This design comes from an exercise in tuning for small area, a short achievable clock period and few clock cycles per item on the open sky130 flow, not from production work. Power and IR drop assume default switching activity.

==> inputs of cedar <==
==> flow/design.v (excerpt) <==
module fmul #(
    parameter pDATA_WIDTH = 64
) (
    input  [(pDATA_WIDTH-1):0]  in_A,
    input  [(pDATA_WIDTH-1):0]  in_B,
    input                       clk,
    input                       rst_n,
    input                       in_valid,
    output [(pDATA_WIDTH-1):0]  result,
    output                      out_valid
);
reg [6:0] vld;
always @(posedge clk or negedge rst_n) begin
    if (!rst_n) vld <= 7'd0;
    else        vld <= {vld[5:0], in_valid};
end
assign out_valid = vld[6];
wire pp0_0;
wire pp0_1;
wire pp0_2;
wire pp0_3;
wire pp0_4;
wire pp0_5;
wire pp0_6;
wire pp0_7;
wire pp0_8;
wire pp0_9;
wire pp0_10;
wire pp0_11;
wire pp0_12;
wire pp0_13;
wire pp0_14;
wire pp0_15;
wire pp0_16;
wire pp0_17;
wire pp0_18;
wire pp0_19;
wire pp0_20;
wire pp0_21;
wire pp0_22;
wire pp0_23;
wire pp0_24;
wire pp0_25;
wire pp0_26;
wire pp0_27;
wire pp0_28;
wire pp0_29;
wire pp0_30;
wire pp0_31;
wire pp0_32;
wire pp0_33;
wire pp0_34;
wire pp0_35;
wire pp0_36;
wire pp0_37;
wire pp0_38;
wire pp0_39;
wire pp0_40;
wire pp0_41;
wire pp0_42;
wire pp0_43;
wire pp0_44;
wire pp0_45;
wire pp0_46;
wire pp0_47;
wire pp0_48;
wire pp0_49;
wire pp0_50;
wire pp0_51;
wire pp0_52;
wire pp0_53;
wire nneg0;
wire pp1_0;
wire pp1_1;
wire pp1_2;
wire pp1_3;
wire pp1_4;
wire pp1_5;
wire pp1_6;
wire pp1_7;
wire pp1_8;
wire pp1_9;
wire pp1_10;
wire pp1_11;
wire pp1_12;
wire pp1_13;
wire pp1_14;
wire pp1_15;
wire pp1_16;
wire pp1_17;
wire pp1_18;
wire pp1_19;
wire pp1_20;
wire pp1_21;
wire pp1_22;
wire pp1_23;
wire pp1_24;
wire pp1_25;
wire pp1_26;
wire pp1_27;
wire pp1_28;
wire pp1_29;
wire pp1_30;
  ...
clock: 10.0 ns
lec_check: 0
cap_margin: 20
core_margin: 2
core_utilization: 50
slew_margin: 20
synth_hierarchical: 1
run.sh (not shown) runs the stock make flow with config.mk's settings and CLKGATE_MAP_FILE= SYNTH_SCRIPT=/design/flow/synth_recipe.tcl, a recipe that flattens the netlist after the stock synthesis.
==> inputs of fjord, as changes to cedar <==
--- a/flow/design.v
+++ b/flow/design.v
@@ -4899,12 +4899,13 @@
 wire inc_a1_41;
 wire inc_a1_43;
 wire inc_a1_45;
 wire inc_a1_47;
 wire inc_a1_49;
 wire inc_a1_51;
+wire inc_a1_53;
 wire inc_a2_2;
 wire inc_a2_3;
 wire inc_a2_6;
 wire inc_a2_7;
 wire inc_a2_10;
 wire inc_a2_11;
@@ -4950,12 +4951,13 @@
 wire inc_a3_39;
 wire inc_a3_44;
 wire inc_a3_45;
 wire inc_a3_46;
 wire inc_a3_47;
 wire inc_a3_52;
+wire inc_a3_53;
 wire inc_a4_8;
 wire inc_a4_9;
 wire inc_a4_10;
 wire inc_a4_11;
 wire inc_a4_12;
 wire inc_a4_13;
@@ -4995,12 +4997,13 @@
 wire inc_a5_31;
 wire inc_a5_48;
 wire inc_a5_49;
 wire inc_a5_50;
 wire inc_a5_51;
 wire inc_a5_52;
+wire inc_a5_53;
 wire inc_a6_32;
 wire inc_a6_33;
 wire inc_a6_34;
 wire inc_a6_35;
 wire inc_a6_36;
 wire inc_a6_37;
@@ -5016,12 +5019,13 @@
 wire inc_a6_47;
 wire inc_a6_48;
 wire inc_a6_49;
 wire inc_a6_50;
 wire inc_a6_51;
 wire inc_a6_52;
+wire inc_a6_53;
 wire lzz1_0, lzv1_0;
 wire lzz1_2, lzv1_2;
 wire lzz1_4, lzv1_4;
 wire lzz1_6, lzv1_6;
 wire lzz1_8, lzv1_8;
 wire lzz1_10, lzv1_10;
@@ -8919,14 +8923,14 @@
 wire        nz_s3 = |zd;
 wire [12:0] kk0 = 13'd64 - e3;
 wire [12:0] kk1 = 13'd63 - e3;
 wire [12:0] kk2 = 13'd62 - e3;
 wire [12:0] kk3 = 13'd61 - e3;
 wire [6:0]  dk0 = (kk0[12] | (kk0[11:0] < 12'd10)) ? 7'd10 : ((|kk0[11:7]) ? 7'd127 : kk0[6:0]);
-wire [6:0]  dk1 = (kk1[12] | (kk1[11:0] < 12'd10)) ? 7'd10 : ((|kk1[11:7]) ? 7'd127 : kk1[6:0]);
-wire [6:0]  dk2 = (kk2[12] | (kk2[11:0] < 12'd10)) ? 7'd10 : ((|kk2[11:7]) ? 7'd127 : kk2[6:0]);
+wire [6:0]  dk1 = (kk1[12] | (kk1[11:0] < 12'd10)) ? 7'd11 : ((kk1[11:0] > 12'd126) ? 7'd127 : kk1[6:0] + 7'd1);
+wire [6:0]  dk2 = (kk2[12] | (kk2[11:0] < 12'd10)) ? 7'd12 : ((kk2[11:0] > 12'd125) ? 7'd127 : kk2[6:0] + 7'd2);
 wire        bk0 = ~kk0[12] & (kk0[11:0] > 12'd115);
 wire        bk1 = ~kk1[12] & (kk1[11:0] > 12'd115);
 wire        bk2 = ~kk2[12] & (kk2[11:0] > 12'd115);
 wire [6:0]  kc0 = kk0[12] ? 7'd0 : ((|kk0[11:7]) ? 7'd127 : kk0[6:0]);
 wire [6:0]  kc1 = kk1[12] ? 7'd0 : ((|kk1[11:7]) ? 7'd127 : kk1[6:0]);
 wire [6:0]  kc2 = kk2[12] ? 7'd0 : ((|kk2[11:7]) ? 7'd127 : kk2[6:0]);
@@ -8954,120 +8958,122 @@
     ex4   <= ex_s3;
     inf4  <= inf3;
     nan4  <= nan3;
     sgn4  <= sgn3;
 end
 wire        h     = p4[55];                        
-wire [52:0] frac  = h ? p4[55:3] : p4[54:2];
+wire [53:0] qm    = {p4[55:3], p4[2] | h};
 wire        lsb   = h ? p4[3] : p4[2];
 wire        guard = h ? p4[2] : p4[1];
 wire        stk   = h ? (p4[1] | p4[0] | nz4) : (p4[0] | nz4);
 wire        rnd   = guard & (lsb | stk);
-wire [53:0] cy;                                     
-assign inc_a1_1 = frac[1] & frac[0];
-assign inc_a1_3 = frac[3] & frac[2];
-assign inc_a1_5 = frac[5] & frac[4];
-assign inc_a1_7 = frac[7] & frac[6];
-assign inc_a1_9 = frac[9] & frac[8];
-assign inc_a1_11 = frac[11] & frac[10];
-assign inc_a1_13 = frac[13] & frac[12];
-assign inc_a1_15 = frac[15] & frac[14];
-assign inc_a1_17 = frac[17] & frac[16];
-assign inc_a1_19 = frac[19] & frac[18];
-assign inc_a1_21 = frac[21] & frac[20];
-assign inc_a1_23 = frac[23] & frac[22];
-assign inc_a1_25 = frac[25] & frac[24];
-assign inc_a1_27 = frac[27] & frac[26];
-assign inc_a1_29 = frac[29] & frac[28];
-assign inc_a1_31 = frac[31] & frac[30];
-assign inc_a1_33 = frac[33] & frac[32];
-assign inc_a1_35 = frac[35] & frac[34];
-assign inc_a1_37 = frac[37] & frac[36];
-assign inc_a1_39 = frac[39] & frac[38];
-assign inc_a1_41 = frac[41] & frac[40];
-assign inc_a1_43 = frac[43] & frac[42];
-assign inc_a1_45 = frac[45] & frac[44];
-assign inc_a1_47 = frac[47] & frac[46];
-assign inc_a1_49 = frac[49] & frac[48];
-assign inc_a1_51 = frac[51] & frac[50];
-assign inc_a2_2 = frac[2] & inc_a1_1;
+wire [54:0] cy;                                     
+assign inc_a1_1 = qm[1] & qm[0];
+assign inc_a1_3 = qm[3] & qm[2];
+assign inc_a1_5 = qm[5] & qm[4];
+assign inc_a1_7 = qm[7] & qm[6];
+assign inc_a1_9 = qm[9] & qm[8];
+assign inc_a1_11 = qm[11] & qm[10];
+assign inc_a1_13 = qm[13] & qm[12];
+assign inc_a1_15 = qm[15] & qm[14];
+assign inc_a1_17 = qm[17] & qm[16];
+assign inc_a1_19 = qm[19] & qm[18];
+assign inc_a1_21 = qm[21] & qm[20];
+assign inc_a1_23 = qm[23] & qm[22];
+assign inc_a1_25 = qm[25] & qm[24];
+assign inc_a1_27 = qm[27] & qm[26];
+assign inc_a1_29 = qm[29] & qm[28];
+assign inc_a1_31 = qm[31] & qm[30];
+assign inc_a1_33 = qm[33] & qm[32];
+assign inc_a1_35 = qm[35] & qm[34];
+assign inc_a1_37 = qm[37] & qm[36];
+assign inc_a1_39 = qm[39] & qm[38];
+assign inc_a1_41 = qm[41] & qm[40];
+assign inc_a1_43 = qm[43] & qm[42];
+assign inc_a1_45 = qm[45] & qm[44];
+assign inc_a1_47 = qm[47] & qm[46];
+assign inc_a1_49 = qm[49] & qm[48];
+assign inc_a1_51 = qm[51] & qm[50];
+assign inc_a1_53 = qm[53] & qm[52];
+assign inc_a2_2 = qm[2] & inc_a1_1;
 assign inc_a2_3 = inc_a1_3 & inc_a1_1;
-assign inc_a2_6 = frac[6] & inc_a1_5;
+assign inc_a2_6 = qm[6] & inc_a1_5;
 assign inc_a2_7 = inc_a1_7 & inc_a1_5;
-assign inc_a2_10 = frac[10] & inc_a1_9;
+assign inc_a2_10 = qm[10] & inc_a1_9;
 assign inc_a2_11 = inc_a1_11 & inc_a1_9;
-assign inc_a2_14 = frac[14] & inc_a1_13;
+assign inc_a2_14 = qm[14] & inc_a1_13;
 assign inc_a2_15 = inc_a1_15 & inc_a1_13;
-assign inc_a2_18 = frac[18] & inc_a1_17;
+assign inc_a2_18 = qm[18] & inc_a1_17;
 assign inc_a2_19 = inc_a1_19 & inc_a1_17;
-assign inc_a2_22 = frac[22] & inc_a1_21;
+assign inc_a2_22 = qm[22] & inc_a1_21;
 assign inc_a2_23 = inc_a1_23 & inc_a1_21;
-assign inc_a2_26 = frac[26] & inc_a1_25;
+assign inc_a2_26 = qm[26] & inc_a1_25;
 assign inc_a2_27 = inc_a1_27 & inc_a1_25;
-assign inc_a2_30 = frac[30] & inc_a1_29;
+assign inc_a2_30 = qm[30] & inc_a1_29;
 assign inc_a2_31 = inc_a1_31 & inc_a1_29;
-assign inc_a2_34 = frac[34] & inc_a1_33;
+assign inc_a2_34 = qm[34] & inc_a1_33;
 assign inc_a2_35 = inc_a1_35 & inc_a1_33;
-assign inc_a2_38 = frac[38] & inc_a1_37;
+assign inc_a2_38 = qm[38] & inc_a1_37;
 assign inc_a2_39 = inc_a1_39 & inc_a1_37;
-assign inc_a2_42 = frac[42] & inc_a1_41;
+assign inc_a2_42 = qm[42] & inc_a1_41;
 assign inc_a2_43 = inc_a1_43 & inc_a1_41;
-assign inc_a2_46 = frac[46] & inc_a1_45;
+assign inc_a2_46 = qm[46] & inc_a1_45;
 assign inc_a2_47 = inc_a1_47 & inc_a1_45;
-assign inc_a2_50 = frac[50] & inc_a1_49;
+assign inc_a2_50 = qm[50] & inc_a1_49;
 assign inc_a2_51 = inc_a1_51 & inc_a1_49;
-assign inc_a3_4 = frac[4] & inc_a2_3;
+assign inc_a3_4 = qm[4] & inc_a2_3;
 assign inc_a3_5 = inc_a1_5 & inc_a2_3;
 assign inc_a3_6 = inc_a2_6 & inc_a2_3;
 assign inc_a3_7 = inc_a2_7 & inc_a2_3;
-assign inc_a3_12 = frac[12] & inc_a2_11;
+assign inc_a3_12 = qm[12] & inc_a2_11;
 assign inc_a3_13 = inc_a1_13 & inc_a2_11;
 assign inc_a3_14 = inc_a2_14 & inc_a2_11;
 assign inc_a3_15 = inc_a2_15 & inc_a2_11;
-assign inc_a3_20 = frac[20] & inc_a2_19;
+assign inc_a3_20 = qm[20] & inc_a2_19;
 assign inc_a3_21 = inc_a1_21 & inc_a2_19;
 assign inc_a3_22 = inc_a2_22 & inc_a2_19;
 assign inc_a3_23 = inc_a2_23 & inc_a2_19;
-assign inc_a3_28 = frac[28] & inc_a2_27;
+assign inc_a3_28 = qm[28] & inc_a2_27;
 assign inc_a3_29 = inc_a1_29 & inc_a2_27;
 assign inc_a3_30 = inc_a2_30 & inc_a2_27;
 assign inc_a3_31 = inc_a2_31 & inc_a2_27;
-assign inc_a3_36 = frac[36] & inc_a2_35;
+assign inc_a3_36 = qm[36] & inc_a2_35;
 assign inc_a3_37 = inc_a1_37 & inc_a2_35;
 assign inc_a3_38 = inc_a2_38 & inc_a2_35;
 assign inc_a3_39 = inc_a2_39 & inc_a2_35;
-assign inc_a3_44 = frac[44] & inc_a2_43;
+assign inc_a3_44 = qm[44] & inc_a2_43;
 assign inc_a3_45 = inc_a1_45 & inc_a2_43;
 assign inc_a3_46 = inc_a2_46 & inc_a2_43;
 assign inc_a3_47 = inc_a2_47 & inc_a2_43;
-assign inc_a3_52 = frac[52] & inc_a2_51;
-assign inc_a4_8 = frac[8] & inc_a3_7;
+assign inc_a3_52 = qm[52] & inc_a2_51;
+assign inc_a3_53 = inc_a1_53 & inc_a2_51;
+assign inc_a4_8 = qm[8] & inc_a3_7;
 assign inc_a4_9 = inc_a1_9 & inc_a3_7;
 assign inc_a4_10 = inc_a2_10 & inc_a3_7;
 assign inc_a4_11 = inc_a2_11 & inc_a3_7;
 assign inc_a4_12 = inc_a3_12 & inc_a3_7;
 assign inc_a4_13 = inc_a3_13 & inc_a3_7;
 assign inc_a4_14 = inc_a3_14 & inc_a3_7;
 assign inc_a4_15 = inc_a3_15 & inc_a3_7;
-assign inc_a4_24 = frac[24] & inc_a3_23;
+assign inc_a4_24 = qm[24] & inc_a3_23;
 assign inc_a4_25 = inc_a1_25 & inc_a3_23;
 assign inc_a4_26 = inc_a2_26 & inc_a3_23;
 assign inc_a4_27 = inc_a2_27 & inc_a3_23;
 assign inc_a4_28 = inc_a3_28 & inc_a3_23;
 assign inc_a4_29 = inc_a3_29 & inc_a3_23;
 assign inc_a4_30 = inc_a3_30 & inc_a3_23;
 assign inc_a4_31 = inc_a3_31 & inc_a3_23;
-assign inc_a4_40 = frac[40] & inc_a3_39;
+assign inc_a4_40 = qm[40] & inc_a3_39;
 assign inc_a4_41 = inc_a1_41 & inc_a3_39;
 assign inc_a4_42 = inc_a2_42 & inc_a3_39;
 assign inc_a4_43 = inc_a2_43 & inc_a3_39;
 assign inc_a4_44 = inc_a3_44 & inc_a3_39;
 assign inc_a4_45 = inc_a3_45 & inc_a3_39;
 assign inc_a4_46 = inc_a3_46 & inc_a3_39;
 assign inc_a4_47 = inc_a3_47 & inc_a3_39;
-assign inc_a5_16 = frac[16] & inc_a4_15;
+assign inc_a5_16 = qm[16] & inc_a4_15;
 assign inc_a5_17 = inc_a1_17 & inc_a4_15;
 assign inc_a5_18 = inc_a2_18 & inc_a4_15;
 assign inc_a5_19 = inc_a2_19 & inc_a4_15;
 assign inc_a5_20 = inc_a3_20 & inc_a4_15;
 assign inc_a5_21 = inc_a3_21 & inc_a4_15;
 assign inc_a5_22 = inc_a3_22 & inc_a4_15;
@@ -9077,18 +9083,19 @@
 assign inc_a5_26 = inc_a4_26 & inc_a4_15;
 assign inc_a5_27 = inc_a4_27 & inc_a4_15;
 assign inc_a5_28 = inc_a4_28 & inc_a4_15;
 assign inc_a5_29 = inc_a4_29 & inc_a4_15;
 assign inc_a5_30 = inc_a4_30 & inc_a4_15;
 assign inc_a5_31 = inc_a4_31 & inc_a4_15;
-assign inc_a5_48 = frac[48] & inc_a4_47;
+assign inc_a5_48 = qm[48] & inc_a4_47;
 assign inc_a5_49 = inc_a1_49 & inc_a4_47;
 assign inc_a5_50 = inc_a2_50 & inc_a4_47;
 assign inc_a5_51 = inc_a2_51 & inc_a4_47;
 assign inc_a5_52 = inc_a3_52 & inc_a4_47;
-assign inc_a6_32 = frac[32] & inc_a5_31;
+assign inc_a5_53 = inc_a3_53 & inc_a4_47;
+assign inc_a6_32 = qm[32] & inc_a5_31;
 assign inc_a6_33 = inc_a1_33 & inc_a5_31;
 assign inc_a6_34 = inc_a2_34 & inc_a5_31;
 assign inc_a6_35 = inc_a2_35 & inc_a5_31;
 assign inc_a6_36 = inc_a3_36 & inc_a5_31;
 assign inc_a6_37 = inc_a3_37 & inc_a5_31;
 assign inc_a6_38 = inc_a3_38 & inc_a5_31;
@@ -9103,14 +9110,15 @@
 assign inc_a6_47 = inc_a4_47 & inc_a5_31;
 assign inc_a6_48 = inc_a5_48 & inc_a5_31;
 assign inc_a6_49 = inc_a5_49 & inc_a5_31;
 assign inc_a6_50 = inc_a5_50 & inc_a5_31;
 assign inc_a6_51 = inc_a5_51 & inc_a5_31;
 assign inc_a6_52 = inc_a5_52 & inc_a5_31;
+assign inc_a6_53 = inc_a5_53 & inc_a5_31;
 assign cy[0] = rnd;
-assign cy[1] = rnd & frac[0];
+assign cy[1] = rnd & qm[0];
 assign cy[2] = rnd & inc_a1_1;
 assign cy[3] = rnd & inc_a2_2;
 assign cy[4] = rnd & inc_a2_3;
 assign cy[5] = rnd & inc_a3_4;
 assign cy[6] = rnd & inc_a3_5;
 assign cy[7] = rnd & inc_a3_6;
@@ -9157,12 +9165,13 @@
 assign cy[48] = rnd & inc_a6_47;
 assign cy[49] = rnd & inc_a6_48;
 assign cy[50] = rnd & inc_a6_49;
 assign cy[51] = rnd & inc_a6_50;
 assign cy[52] = rnd & inc_a6_51;
 assign cy[53] = rnd & inc_a6_52;
+assign cy[54] = rnd & inc_a6_53;
 assign lzz1_0 = ~(p4[54] | p4[53]);
 assign lzv1_0 = ~p4[54];
 assign lzz1_2 = ~(p4[52] | p4[51]);
 assign lzv1_2 = ~p4[52];
 assign lzz1_4 = ~(p4[50] | p4[49]);
 assign lzv1_4 = ~p4[50];
@@ -9310,15 +9319,15 @@
 assign lzv6_0_0 = lzz5_0 ? lzv5_2_0 : lzv5_0_0;
 assign lzv6_0_1 = lzz5_0 ? lzv5_2_1 : lzv5_0_1;
 assign lzv6_0_2 = lzz5_0 ? lzv5_2_2 : lzv5_0_2;
 assign lzv6_0_3 = lzz5_0 ? lzv5_2_3 : lzv5_0_3;
 assign lzv6_0_4 = lzz5_0 ? lzz4_4 : lzz4_0;
 assign lzl = {lzz5_0, lzv6_0_4, lzv6_0_3, lzv6_0_2, lzv6_0_1, lzv6_0_0};
-wire [53:0] f54   = {cy[53], frac ^ cy[52:0]};
-wire        ovf1  = f54[53];
-wire [52:0] f1_s4 = ovf1 ? f54[53:1] : f54[52:0];
+wire [54:0] r55   = {cy[54], qm ^ cy[53:0]};
+wire        ovf1  = rnd & (h ? (&p4[54:3]) : (&p4[54:2]));
+wire [54:0] f1_s4 = {r55[54:1], r55[0] & ~h};
 wire [5:0]  lzl;
 wire        mono  = ~|(p4[54:3] & ~p4[53:2]);
 wire        lzdec = ~h & rnd & mono & ~p4[54];
 wire [5:0]  lz0   = h ? 6'd0 : lzl;
 wire [6:0]  dk_s4 = ovf1 ? (h ? dk2_4 : dk1_4) : (h ? dk1_4 : dk0_4);
 wire        bk_s4 = ovf1 ? (h ? bk2_4 : bk1_4) : (h ? bk1_4 : bk0_4);
@@ -9333,25 +9342,27 @@
 wire [12:0] ot1   = 13'd2046 - ex4;
 wire [12:0] ot2   = 13'd2045 - ex4;
 wire [6:0]  oc0   = ot0[12] ? 7'd0 : ((|ot0[11:6]) ? 7'd64 : {1'b0, ot0[5:0]});
 wire [6:0]  oc1   = ot1[12] ? 7'd0 : ((|ot1[11:6]) ? 7'd64 : {1'b0, ot1[5:0]});
 wire [6:0]  oc2   = ot2[12] ? 7'd0 : ((|ot2[11:6]) ? 7'd64 : {1'b0, ot2[5:0]});
 wire [6:0]  oc_s4 = j2 ? oc2 : (j1 ? oc1 : oc0);
-reg [52:0] f5;
+reg [54:0] f5;
 reg [5:0]  lz5;
-reg        dec5;
+reg        dec5, k1_5, k2_5;
 reg [6:0]  dk5, kc5;
 reg        big5;
 reg [11:0] exs5;
 reg [5:0]  exh5;
 reg [6:0]  oc5;
 reg inf5, nan5, sgn5;
 always @(posedge clk) begin
     f5    <= f1_s4;
     lz5   <= lz0;
     dec5  <= lzdec;
+    k1_5  <= h | ovf1;                    
+    k2_5  <= h & ovf1;                    
     dk5   <= dk_s4;
     kc5   <= kc_s4;
     big5  <= bk_s4;
     exs5  <= exs_s4;
     exh5  <= exh_s4;
     oc5   <= oc_s4;
@@ -9365,20 +9376,21 @@
 assign n1[1] = nz5[1] ^ (dec5 & nz5[0]);
 assign n1[2] = nz5[2] ^ (dec5 & nz5[0] & nz5[1]);
 assign n1[3] = nz5[3] ^ (dec5 & nz5[0] & nz5[1] & nz5[2]);
 assign n1[4] = nz5[4] ^ (dec5 & nz5[0] & nz5[1] & nz5[2] & nz5[3]);
 assign n1[5] = nz5[5] ^ (dec5 & nz5[0] & nz5[1] & nz5[2] & nz5[3] & nz5[4]);
 wire        nrm   = ({1'b0, nz5} >= kc5);
-wire [6:0]  ush_s5 = nrm ? {1'b0, n1} : dk5;
+wire [6:0]  nk    = k1_5 ? {6'b100000, k2_5} : {1'b0, n1};
+wire [6:0]  ush_s5 = nrm ? nk : dk5;
 wire [6:0]  xlo   = {1'b0, exs5[5:0]} + {1'b0, nz5};
 wire [11:0] x5    = nrm ? {(xlo[6] ? exh5 : exs5[11:6]), xlo[5:0]} : 12'd0;
 wire        ovfx  = nrm & ({1'b0, nz5} >= oc5);
 wire        spec  = inf5 | ovfx;                     
 wire [10:0] xf_s5 = (nan5 | spec) ? 11'h7FF : x5[10:0];
 wire        mz_s5 = nan5 | spec | (big5 & ~nrm);    
-reg [52:0] f6;
+reg [54:0] f6;
 reg [6:0] u6_0, u6_1;
 always @(posedge clk) begin
     u6_0 <= ush_s5;
     u6_1 <= ~ush_s5;
 end
 reg        mz6, nan6, sgn6;
@@ -9387,17 +9399,17 @@
     f6   <= f5;
     mz6  <= mz_s5;
     nan6 <= nan5;
     sgn6 <= sgn5 & ~nan5;
     xf6  <= xf_s5;
 end
-wire [115:0] y = {f6, 63'd0};
+wire [117:0] y = {f6, 63'd0};
 wire [51:0] mant;
-wire [115:0] ysh0 = y >> u6_0;
+wire [117:0] ysh0 = y >> u6_0;
 assign mant[25:0] = ysh0[25:0];
-wire [115:0] ysh1 = y >> ~u6_1;
+wire [117:0] ysh1 = y >> ~u6_1;
 assign mant[51:26] = ysh1[51:26];
 wire [63:0]  res_s6 = {sgn6, xf6, mant[51:1] & {51{~mz6}}, (mant[0] & ~mz6) | nan6};
 reg [63:0] res7;
 always @(posedge clk) res7 <= res_s6;
 assign result = res7;
 endmodule
==> comparison table <==
metric	cedar	fjord
First-pass GRT wire length	547.2 mm	548.3 mm
PD cells	412.7 nW/um^2	415.8 nW/um^2
Simple-gate area share of the yosys netlist	5.464%	5.582%
Util after Layout	54.72%	54.90%
Result of the run	timing/DRC/antenna clean	timing/DRC/antenna clean
RePlAce Congestion	0.9873	0.9764
Smallest hold slack	0.2929 ns	0.3187 ns
Total length of routed met2 wires	156.2 mm	158.2 mm
Compound-Gate Fraction of Synth Area	13.91%	13.85%
Die H	451.1 um	450.1 um
Iteration-0 DRC Markers	10240	10840
Vias per cell	6.586	6.624
Clock buffer count from CTS	163	159
Cell count after synthesis	9505	9400
Metal1 wirelength	140.2 mm	141.0 mm
Antenna violations before repair	20	11
Function was not checked in any run of this note: the RTL went through the layout flow alone.

afterwards: timing with drivers on the ports:
Ports are ideal in the flow. The routed layouts listed here were re-timed in OpenROAD. Step 1 sets driving cells, clkbuf_16 on the clock port and buf_2 on the other inputs (assumed; they add their load-dependent delay and slew). Step 2 times the ports against the registers' clock, not the clock port: input delays grow and output delays shrink by t, the midpoint of the rising clock arrivals with the driver on. Three values: ideal, step 1, step 2; two values: the first two.
run | shift t [ns] | slack for setup (ns) | hold slack, ns | worst data-port slew with drivers (ns) | cell pins on the clock port's net
cedar | 0.933 | 4.635 / 4.635 / 4.507 | 0.293 / 0.293 / 0.293 | 0.18 | 1
fjord | 0.919 | 5.769 / 5.847 / 4.928 | 0.319 / 0.319 / 0.319 | 0.06 | 1
After both steps setup and hold are still met in every run listed. For fjord, which loses most, drivers alone change the setup slack by +0.078 ns; drivers and shift together by -0.841 ns.
